From an optimization exercise on the open Yosys and OpenROAD flow, aimed at small area; shortcuts taken in it are not production practice.
Only simulation tests tie the RTL to the original design; equivalence was not proved.
Power figures rest on the tool's default switching activity, not on a simulated workload.

==> design/flow/design.v <==
module edge_detector
#(parameter DEBOUNCE = 130)
(
  input clock, reset, din,
  output reg rising
);
  reg [16:0] contador;
  reg [1:0] EA;
  always @(posedge clock or posedge reset)
  begin
    if (reset == 1'b1) begin
	  EA <= 2'd0;
      rising <= 1'b0;
	  contador <= 17'd0;
    end
    else begin
      case (EA)
        2'd0 : begin
          if (din == 1'b1) begin
            contador <= 17'd0;
			EA <= 2'd1;
			rising <= 1'b1;
          end
        end
        2'd1 : begin
	      EA <= 2'd2;
	      rising <= 1'b0;
        end	
        default : begin
          if (din == 1'b0 && contador > DEBOUNCE) begin  
            EA <= 2'd0;
		  end
		  else begin
		    contador <= contador + 1;
          end
        end
      endcase
    end
  end
endmodule
module timer
  #(parameter HALF_MS_CONT = 5000)
(
  input [2:0] cont,
  input [6:0] min,
  input [6:0] sec,
  input [6:0] hora,
  input reset,
  input clock,
  output [7:0] an,   
  output [7:0] dec_cat,  
  output reg [6:0] hora_left, min_left, sec_left
);
    reg clk_1;
    reg [31:0] cont_50K;
    always @(posedge clock or posedge reset)
    begin
      if (reset == 1'b1) begin  
        clk_1   <= 1'b0;
        cont_50K <= 32'd0;  
      end
      else begin
        if (cont_50K == HALF_MS_CONT-1) begin
          clk_1  <= ~clk_1;  
          cont_50K <= 32'd0;  
       end
      else begin
        cont_50K <= cont_50K + 1'b1;  
      end
    end
end
wire tick_1 = (cont_50K == HALF_MS_CONT-1) && (clk_1 == 1'b0);
always @(posedge clock or posedge reset)
begin
  if(reset)begin
    hora_left <= 7'd0;
    min_left <= 7'd0;
    sec_left <= 7'd0;
  end
  else if (tick_1) begin
    if(cont != 2'd0)begin
      hora_left <= hora;
      min_left <= min;
      sec_left <= sec;
    end
    else begin
      if(hora_left == 7'd23 && min_left == 7'd59 && sec_left == 7'd59)
      begin
          hora_left <= 7'd0;
          min_left <= 7'd0;
          sec_left <= 7'd0;
      end
      else if (min_left == 7'd59 && sec_left == 7'd59)
      begin
          hora_left <= hora_left + 1'b1;
          min_left <= 7'd0;
          sec_left <= 7'd0;
      end
      else if (sec_left == 7'd59)
      begin
          min_left <= min_left + 1'b1;
          sec_left <= 7'd0;
      end
      else begin
          sec_left <= sec_left + 1'b1;
      end
    end
  end
end
endmodule                                                  
module dspl_drv_NexysA7 
#(parameter HALF_MS_COUNT = 5)
(
  input clock, reset,
  input [5:0] d1, d2, d3, d4, d5, d6, d7, d8,
  output reg [7:0] an, dec_cat
);
  reg ck_1KHz;
  reg [2:0] dig_selection;
  reg [4:0] selected_dig;
  reg [31:0] count_50K;
  always @(posedge clock or posedge reset)
  begin
    if (reset == 1'b1) begin
      ck_1KHz   <= 1'b0;
      count_50K <= 32'd0;
    end
    else begin
      if (count_50K == HALF_MS_COUNT-1) begin
        ck_1KHz   <= ~ck_1KHz;
        count_50K <= 32'd0;
      end
      else begin
        count_50K <= count_50K + 1;
      end
    end
  end
  wire tick_1KHz = (count_50K == HALF_MS_COUNT-1) && (ck_1KHz == 1'b0);
  always @(posedge clock or posedge reset)
  begin
    if (reset == 1'b1) begin
      dig_selection <= 3'd0;
      selected_dig  <= 5'd0;
      an            <= 8'b11111111;  
    end
    else if (tick_1KHz) begin
      if (dig_selection == 3'b111) begin
        dig_selection <= 3'd0;
      end
      else begin
        dig_selection <= dig_selection + 1;
      end
      case (dig_selection)
        3'd0 : begin
          selected_dig <= d1[4:0];
          an <= {7'b1111111, ~d1[5]};
        end
        3'd1 : begin
          selected_dig <= d2[4:0];
          an <= {6'b111111, ~d2[5], 1'b1};
        end
        3'd2 : begin
          selected_dig <= d3[4:0];
          an <= {5'b11111, ~d3[5], 2'b11};
        end
        3'd3 : begin
          selected_dig <= d4[4:0];
          an <= {4'b1111, ~d4[5], 3'b111};
        end
        3'd4 : begin
          selected_dig <= d5[4:0];
          an <= {3'b111, ~d5[5], 4'b1111};
        end
        3'd5 : begin
          selected_dig <= d6[4:0];
          an <= {2'b11, ~d6[5], 5'b11111};
        end
        3'd6 : begin
          selected_dig <= d7[4:0];
          an <= {1'b1, ~d7[5], 6'b111111};
        end
        default : begin
          selected_dig <= d8[4:0];
          an <= {~d8[5], 7'b1111111};
        end
      endcase
    end
  end
  always @*
  begin
    case (selected_dig[4:1])
      4'h0 : dec_cat[7:1] = 7'b0000001;
      4'h1 : dec_cat[7:1] = 7'b1001111;
      4'h2 : dec_cat[7:1] = 7'b0010010;
      4'h3 : dec_cat[7:1] = 7'b0000110;
      4'h4 : dec_cat[7:1] = 7'b1001100;
      4'h5 : dec_cat[7:1] = 7'b0100100;
      4'h6 : dec_cat[7:1] = 7'b0100000;
      4'h7 : dec_cat[7:1] = 7'b0001111;
      4'h8 : dec_cat[7:1] = 7'b0000000;
      4'h9 : dec_cat[7:1] = 7'b0000100;
      4'hA : dec_cat[7:1] = 7'b0001000;
      4'hB : dec_cat[7:1] = 7'b1100000;
      4'hC : dec_cat[7:1] = 7'b0110001;
      4'hD : dec_cat[7:1] = 7'b1000010;
      4'hE : dec_cat[7:1] = 7'b0110000;
      default : dec_cat[7:1] = 7'b0111000;
    endcase
    dec_cat[0] = ~selected_dig[0];
  end
endmodule
module relogio
#(parameter HALF_MS_COUNT = 5000)
(
        input clock,
        input reset,
        input soma,
        input subtracao,
        input cont,
        input start,
        output [7:0]an,
        output [7:0]dec_cat
    );
    reg [1:0]EA;  
    reg [2:0]cont_a;  
    reg [6:0] r_hora,r_min,r_sec;  
    wire soma_ed, subtracao_ed,cont_ed,luz_h,luz_m,luz_s;
    wire [7:0] an_s, dec_cat_timer;
    reg clock500ms;
    reg [31:0] count;
    wire [3:0] uni_hora, dez_hora, uni_min, dez_min, uni_seg, dez_seg;
    wire [6:0] hora, min, sec;
     always @(posedge clock or posedge reset)
  begin
    if (reset == 1'b1) 
    begin
      clock500ms <= 1'b0;
      count <= 32'd0;
    end
    else 
    begin
            if (count == (HALF_MS_COUNT/2)-1 || cont_ed == 1'b1) 
      begin
        clock500ms <= ~clock500ms;
        count <= 32'd0;
      end
      else 
      begin
        count <= count + 32'd1;
      end
    end
  end
    assign luz_h = (clock500ms == 1'b0 && EA == 2'd1) ? 1'b0 :
                    1'b1;
    assign luz_m = (clock500ms == 1'b0 && EA == 2'd2) ? 1'b0 :
                    1'b1;
    assign luz_s = (clock500ms == 1'b0 && EA == 2'd3) ? 1'b0 :
                    1'b1;
    timer timepp (.clock(clock), .reset(reset), .hora(r_hora), .min(r_min), .sec(r_sec), .an(an_s), .dec_cat(dec_cat_timer), .cont(cont_a), .hora_left(hora), .min_left(min), .sec_left(sec)); 
    edge_detector menosf (.clock(clock), .reset(reset), .din(subtracao), .rising(subtracao_ed));
    edge_detector maisf (.clock(clock), .reset(reset), .din(soma), .rising(soma_ed));
    edge_detector contf (.clock(clock), .reset(reset), .din(cont), .rising(cont_ed));
    always@(posedge reset or posedge clock)begin   
    if(reset == 1 )begin
        EA <= 2'd0;
    end 
    else begin
    case(EA)
      2'd0: 
        begin
          if(cont_a == 1)begin 
            EA <= 2'd1;
          end
        end
      2'd1: 
        begin
          if(cont_a == 2)begin 
            EA <= 2'd2; 
          end
        end
      2'd2: 
        begin
          if(cont_a == 3)begin 
            EA <= 2'd3; 
          end
        end
      2'd3:  
      begin
          if(cont_a == 4)begin 
            EA <= 2'd0;
          end 
       end
       default: begin
            EA <= 2'd0; 
       end 
    endcase
    end
    end
always @(posedge clock or posedge reset)
begin
    if(reset == 1'b1)
    begin
        r_hora <= 7'd0;
        r_min <= 7'd0;
        r_sec <= 7'd0;
    end
    else
    begin
         if(EA == 2'd0)
         begin
             r_hora <= hora;
             r_min <= min;
             r_sec <= sec;
         end
        else
        if(EA == 2'd1)
        begin
           if(soma_ed == 1'b1)
           begin
                if(r_hora < 7'd23)
                begin
                     r_hora <= r_hora + 7'd1;
                end
                else
                begin
                     r_hora <= 7'd23;
                end
              end
              else if(subtracao_ed == 1'b1)
              begin
                if(r_hora > 7'd0)
                begin
                     r_hora <= r_hora - 7'd1;
                end
                else
                begin
                     r_hora <= 7'd0;
                end
              end
        end
        else if(EA == 2'd2)
        begin
            if(soma_ed == 1'b1)
           begin
                if(r_min < 7'd59)
                begin
                     r_min <= r_min + 7'd1;
                end
                else
                begin
                     r_min <= 7'd59;
                end
              end
              else if(subtracao_ed == 1'b1)
              begin
                if(r_min > 7'd0)
                begin
                     r_min <= r_min - 7'd1;
                end
                else
                begin
                     r_min <= 7'd0;
                end
              end
        end
        else if(EA == 2'd3)
        begin
            if(soma_ed == 1'b1)
           begin
                if(r_sec < 7'd59)
                begin
                     r_sec <= r_sec + 7'd1;
                end
                else
                begin
                     r_sec <= 7'd59;
                end
              end
              else if(subtracao_ed == 1'b1)
              begin
                if(r_sec > 7'd0)
                begin
                     r_sec <= r_sec - 7'd1;
                end
                else
                begin
                     r_sec <= 7'd0;
                end
              end
        end
    end
end
always @(posedge clock or posedge reset)
begin
    if(reset == 1'b1)
    begin
        cont_a <= 3'd0;
    end
    else
    begin
        if(cont_ed == 1'b1)
        begin
            cont_a <= cont_a + 1;
    end
        if(EA == 2'd0 && cont_a == 3'd4)
        begin
            cont_a <= 3'd0;
        end
    end
end
assign dez_hora = (r_hora/10);
assign uni_hora = (r_hora%10);
assign uni_min = (r_min%10);
assign dez_min = (r_min/10);
assign uni_seg = (r_sec%10);
assign dez_seg = (r_sec/10);
dspl_drv_NexysA7 driver (.reset(reset), .clock(clock), .d1({luz_s,uni_seg[3:0],1'b0}), .d2({luz_s,dez_seg[3:0],1'b0}), .d3({luz_m,uni_min[3:0],1'b0}), .d4({luz_m,dez_min[3:0],1'b0}), .d5({luz_h,uni_hora[3:0],1'b0}), .d6({luz_h,dez_hora[3:0],1'b0}), .d8({1'b1,2'b0, EA[1:0],1'b0}), .d7(6'd0), .an(an), .dec_cat(dec_cat));
endmodule
==> design/flow/run.sh <==
#!/bin/bash
# synth_recipe.tcl (not shown) runs the flow's synth.tcl, then flattens the netlist and writes it again
# the make line also repeats each setting of config.mk as NAME=value (left out here)
make -C /OpenROAD-flow-scripts/flow DESIGN_CONFIG=/design/flow/config.mk WORK_HOME=/design/flow/orfs CLKGATE_MAP_FILE= SYNTH_SCRIPT=/design/flow/synth_recipe.tcl finish
==> design/flow/config.mk <==
export PLATFORM = sky130hd
export DESIGN_NAME = relogio
export DESIGN_NICKNAME = relogio
export VERILOG_FILES = /design/flow/design.v
export SDC_FILE = /design/flow/constraint.sdc
export NUM_CORES = 4
export LEC_CHECK = 0
export CAP_MARGIN = 20
export CORE_MARGIN = 2
export CORE_UTILIZATION = 40
export SLEW_MARGIN = 20
==> design/flow/constraint.sdc <==
create_clock -name core_clock -period 10.0 [get_ports {clock}]
set_input_delay 2.0000 -clock core_clock [delete_from_list [all_inputs] [get_ports {clock}]]
set_output_delay 2.0000 -clock core_clock [all_outputs]
set_load 0.01 [all_outputs]
==> notes.md <==
## Global routing
• **initial antenna violation count** 0
• **wire length of the first global-routing pass** 48700 um
• **largest net degree at the start of global routing** 95
• **via count of the first global-routing pass** 9917
• **met3 demand-to-capacity share in global routing** 0.0207
• **sum of overflow across all layers after global routing** 0
• **overall fraction of global-route tracks in use** 0.169
• **GRT busiest layer** met2
• **met1 global-route usage** 0.239
• **met2 capacity usage during global routing** 0.276

## Cells and area
• **commonest non-fill, non-tap cells in the layout** sky130_fd_sc_hd__dfrtp_1 (213), sky130_fd_sc_hd__nor2_1 (176), sky130_fd_sc_hd__nand2_1 (110), sky130_fd_sc_hd__nand3_1 (90), sky130_fd_sc_hd__o21ai_0 (87)
• **Final #Nets** 1485
• **most common cell after layout, fill and taps aside** sky130_fd_sc_hd__dfrtp_1
• **ant diodes** 0
• **number of fill cells** 3139
• **share of cells above drive strength 1** 0.0688
• **utilization of the core after routing** 0.448
• **area added between synthesis and finish** 11.2%
• **final design instance area without fill** 0.0145 mm2

## Worst setup path
• **worst reg-to-reg setup slack** 5520 ps
• **data arrival time of the critical path** 2550 ps
• **element type at the critical path start** flip-flop
• **Max Fanout on Critical Path** 6
• **list of cells traversed by the critical path** inv_1, ha_1, nor2b_1, or3b_2, o21ai_0, clkdlybuf4s50_1
• **launch instance of the worst register-to-register path** driver.dig_selection[2]
• **library cell contributing the largest single delay on the critical path** sky130_fd_sc_hd__clkdlybuf4s50_1
• **R2R depth** 13
• **terminus of the critical flop-to-flop path** driver.selected_dig[2]
• **maximum single-stage delay on the critical path** 560 ps
• **critical setup path kind** reg2out
• **Critical Path End Type** output pin
• **data required time of the critical path** 8000 ps

## Clock network
• **clock tree from TritonCTS** done
• **Num Clock Sinks** 220
• **register clock-pin slew on the reported worst setup and hold paths** 60 ps
• **number of H-tree levels** 1
• **Root Driver** sky130_fd_sc_hd__clkbuf_16
• **insertion delay to the later sink of the worst-skew pair** 550 ps
• **Post-CTS Hold Fix Bufs** 0
• **number of resized instances in the post-cts repair step** 0
• **number of buffers created by CTS** 27
• **buffer levels on the longest clock path** 3
• **count of buffers added by post-CTS timing repair for setup** 0

## Detailed routing
• **via count** 10.2k
• **detailed-routing iteration count for the pre-antenna-repair pass** 5
• **routed vias/inst** 5.38
• **antenna viol nets, final** 0
• **number of violations reported at the end of detailed-routing iteration 0** 664
• **routed wirelength normalized by instance count** 14.7 um
• **Total Wirelength** 27800 um
• **count of unresolved DRC violations after routing** 0

## Die
• **count of pins on the block boundary** 22
• **initial standard-cell utilization of the core** 0.403
• **die extent in x** 184 um
• **die height** 184 um
• **Die Area** 0.0340 mm2
• **standard-cell row count** 66
• **Std-Cell Core Area** 0.0323 mm2

## Synth
• **number of synthesized flops with an enable pin** 0
• **Yosys cell types** 78
• **sequential-to-total area share from yosys stat** 0.424
• **share of Yosys cell area claimed by the top area cell type** 0.410
• **prevailing post-synth register cell** sky130_fd_sc_hd__dfrtp_1
• **post-synthesis cell area** 0.0130 mm2
• **largest cells by area after synthesis** sky130_fd_sc_hd__dfrtp_1 (41%), sky130_fd_sc_hd__xnor2_1 (5.1%), sky130_fd_sc_hd__nor2_1 (5.1%)
• **most area-hungry cell type in the Yosys netlist** sky130_fd_sc_hd__dfrtp_1
• **Synth warnings** 4
• **cell count after synthesis** 1446
• **Async SR Flop Fraction** 1.00
• **Avg Synthesized Cell Area** 8.99 um2
• **FF+latch count, synth** 220

## Timing
• **max_slew headroom** 0.317
• **Max Freq** 220 MHz
• **unrepaired setup endpoints after global routing** false
• **post-route clock skew** 17.6 ps
• **final clock period utilization by the worst path** 0.455
• **setup tns final** 0 ps
• **setup violators final** 0
• **endpoints failing hold** 0
• **slew at the pin closest to its max-slew limit** 1010 ps
• **max-slew violation count** 0
• **worst slack on hold paths** 456 ps
• **minimum period implied by the final worst setup slack** 4550 ps

## Hold path
• **type of the most critical hold path** reg2reg
• **hold-critical path depth** 1
• **hold wc startpoint** timepp.clk_1
• **Hold EP** timepp.clk_1

## Run
• **maxcap violations** 0

## Power
• **switching share of power** 0.378
• **sequential group share of total power** 0.363
• **portion of total power attributed to combinational logic** 0.351
• **fraction of power consumed by the clock network** 0.286
• **switching power total** 0.00126 W
• **areal power density over the cells** 230 mW/mm2
• **Max IR drop VDD** 0.000166 V
• **internal portion of total power** 0.00207 W
• **Leakage Power** 6.34 nW

## Placement
• **Placer Congestion** 0.831
• **post-detailed-placement half-perimeter wirelength** 18800 um
• **count of buffers inserted at the top-level ports** 18
• **placed cell area** 0.0135 mm2

## Status
• **result of the run** timing/DRC/antenna clean

how the worst max path moves through the flow:
stage                     cells after the start  slack (ps)               startpoint                     end
after floorplan                               1        1990                    reset                   EA[0]
after global placement                       14        5340  driver.dig_selection[2]  driver.selected_dig[2]
after detailed placement                     13        5250  driver.dig_selection[2]  driver.selected_dig[2]
after CTS                                    13        5220  driver.dig_selection[2]  driver.selected_dig[2]
after global routing                         13        5030  driver.dig_selection[2]  driver.selected_dig[2]
final                                         6        5450   driver.selected_dig[2]              dec_cat[7]
critical path: cells and delay by family (launching register included):
| family | cells | cell delay [ps] |
|---|---|---|
| AO/OA/AOI/OAI | 1 | 90 |
| adder cells (fa/ha/maj) | 1 | 240 |
| buffers and inverters | 2 | 710 |
| flip-flops | 1 | 450 |
| AND/OR/NAND/NOR | 2 | 530 |
cells in the mapped netlist, types with 40 or more instances:
master                     count
sky130_fd_sc_hd__a21oi_1      62
sky130_fd_sc_hd__and3_1       44
sky130_fd_sc_hd__clkbuf_1     46
sky130_fd_sc_hd__dfrtp_1     213
sky130_fd_sc_hd__ha_1         43
sky130_fd_sc_hd__inv_1        48
sky130_fd_sc_hd__nand2_1     110
sky130_fd_sc_hd__nand3_1      90
sky130_fd_sc_hd__nor2_1      176
sky130_fd_sc_hd__nor3_1       40
sky130_fd_sc_hd__o21ai_0      87
sky130_fd_sc_hd__xnor2_1      76
sky130_fd_sc_hd__xor2_1       72
layer usage:
| metal | up-vias | routed length [um] | share of wire |
|---|---|---|---|
| met1 | 4941 | 13600 | 0.49 |
| li1 | 5065 | - | - |
| met5 | - | 0 | 0 |
| met4 | 0 | 523 | 0.019 |
| met2 | 148 | 12900 | 0.46 |
| met3 | 36 | 864 | 0.031 |
power groups by stage:
stage	registers [W]	clock network (W)	logic, W
floorplan	0.00108	0	0.000978
global placement	0.00121	0	0.00113
detailed placement	0.00121	0	0.00115
CTS	0.00120	0.000987	0.00116
global route	0.00123	0.00102	0.00133
finish	0.00121	0.000951	0.00117
flip-flops by register name, summed over array words and instances (netlist names), 17 cells and up:
| register | flops |
|---|---|
| driver.count_50K | 32 |
| count | 32 |
| timepp.cont_50K | 32 |
| contf.contador | 17 |
| maisf.contador | 17 |
| menosf.contador | 17 |
stage by stage:
stage	total power [W]	std cells	setup WS [ps]
floorplan	0.00205	1447	1990
global placement	0.00234	1848	5340
detailed placement	0.00236	1848	5250
CTS	0.00334	1894	5220
global route	0.00358	1895	5030
finish	0.00332	1895	5450
logic make-up after synthesis:
kind of cell,share of synthesized area
buffers and inverters,0.0362
XOR/XNOR,0.0997
AO/OA/AOI/OAI,0.128
AND/OR/NAND/NOR,0.235
multiplexers,0.0356
other,0.000288
flip-flops,0.424
adder cells (fa/ha/maj),0.0414
cell type report:
cell class / instances / area (um2) / share of cell area
Clock buffer: 39 / 791 / 0.0547
Clock inverter: 7 / 81.3 / 0.00562
Inverter: 50 / 195 / 0.0135
Multi-Input combinational cell: 1110 / 7060 / 0.488
Sequential cell: 220 / 5510 / 0.381
Tap cell: 442 / 553 / 0.0382
Timing Repair Buffer: 27 / 268 / 0.0185

==> port drivers added, routing unchanged <==
How much do the figures lean on ideal ports? The routed layout below was timed once more, with nothing changed but the port constraints.
Step 1, drivers: a clkbuf_16 drives clock and a buf_2 each remaining input, both assumed.
Step 2 times the ports against the registers' clock, not the clock port: input delays grow and output delays shrink by t, the midpoint of the rising clock arrivals with the driver on.
a / b / c = no drivers / after step 1 / after step 2; a / b = the first two.
shift t [ns]: 0.591
setup WS [ns]: 5.449 / 5.401 / 5.517
latest minus earliest clock arrival (ns): 0.020 / 0.019
After both steps this run still meets setup and hold. The setup slack of this run moves by -0.048 ns with the drivers and by +0.068 ns with both steps.
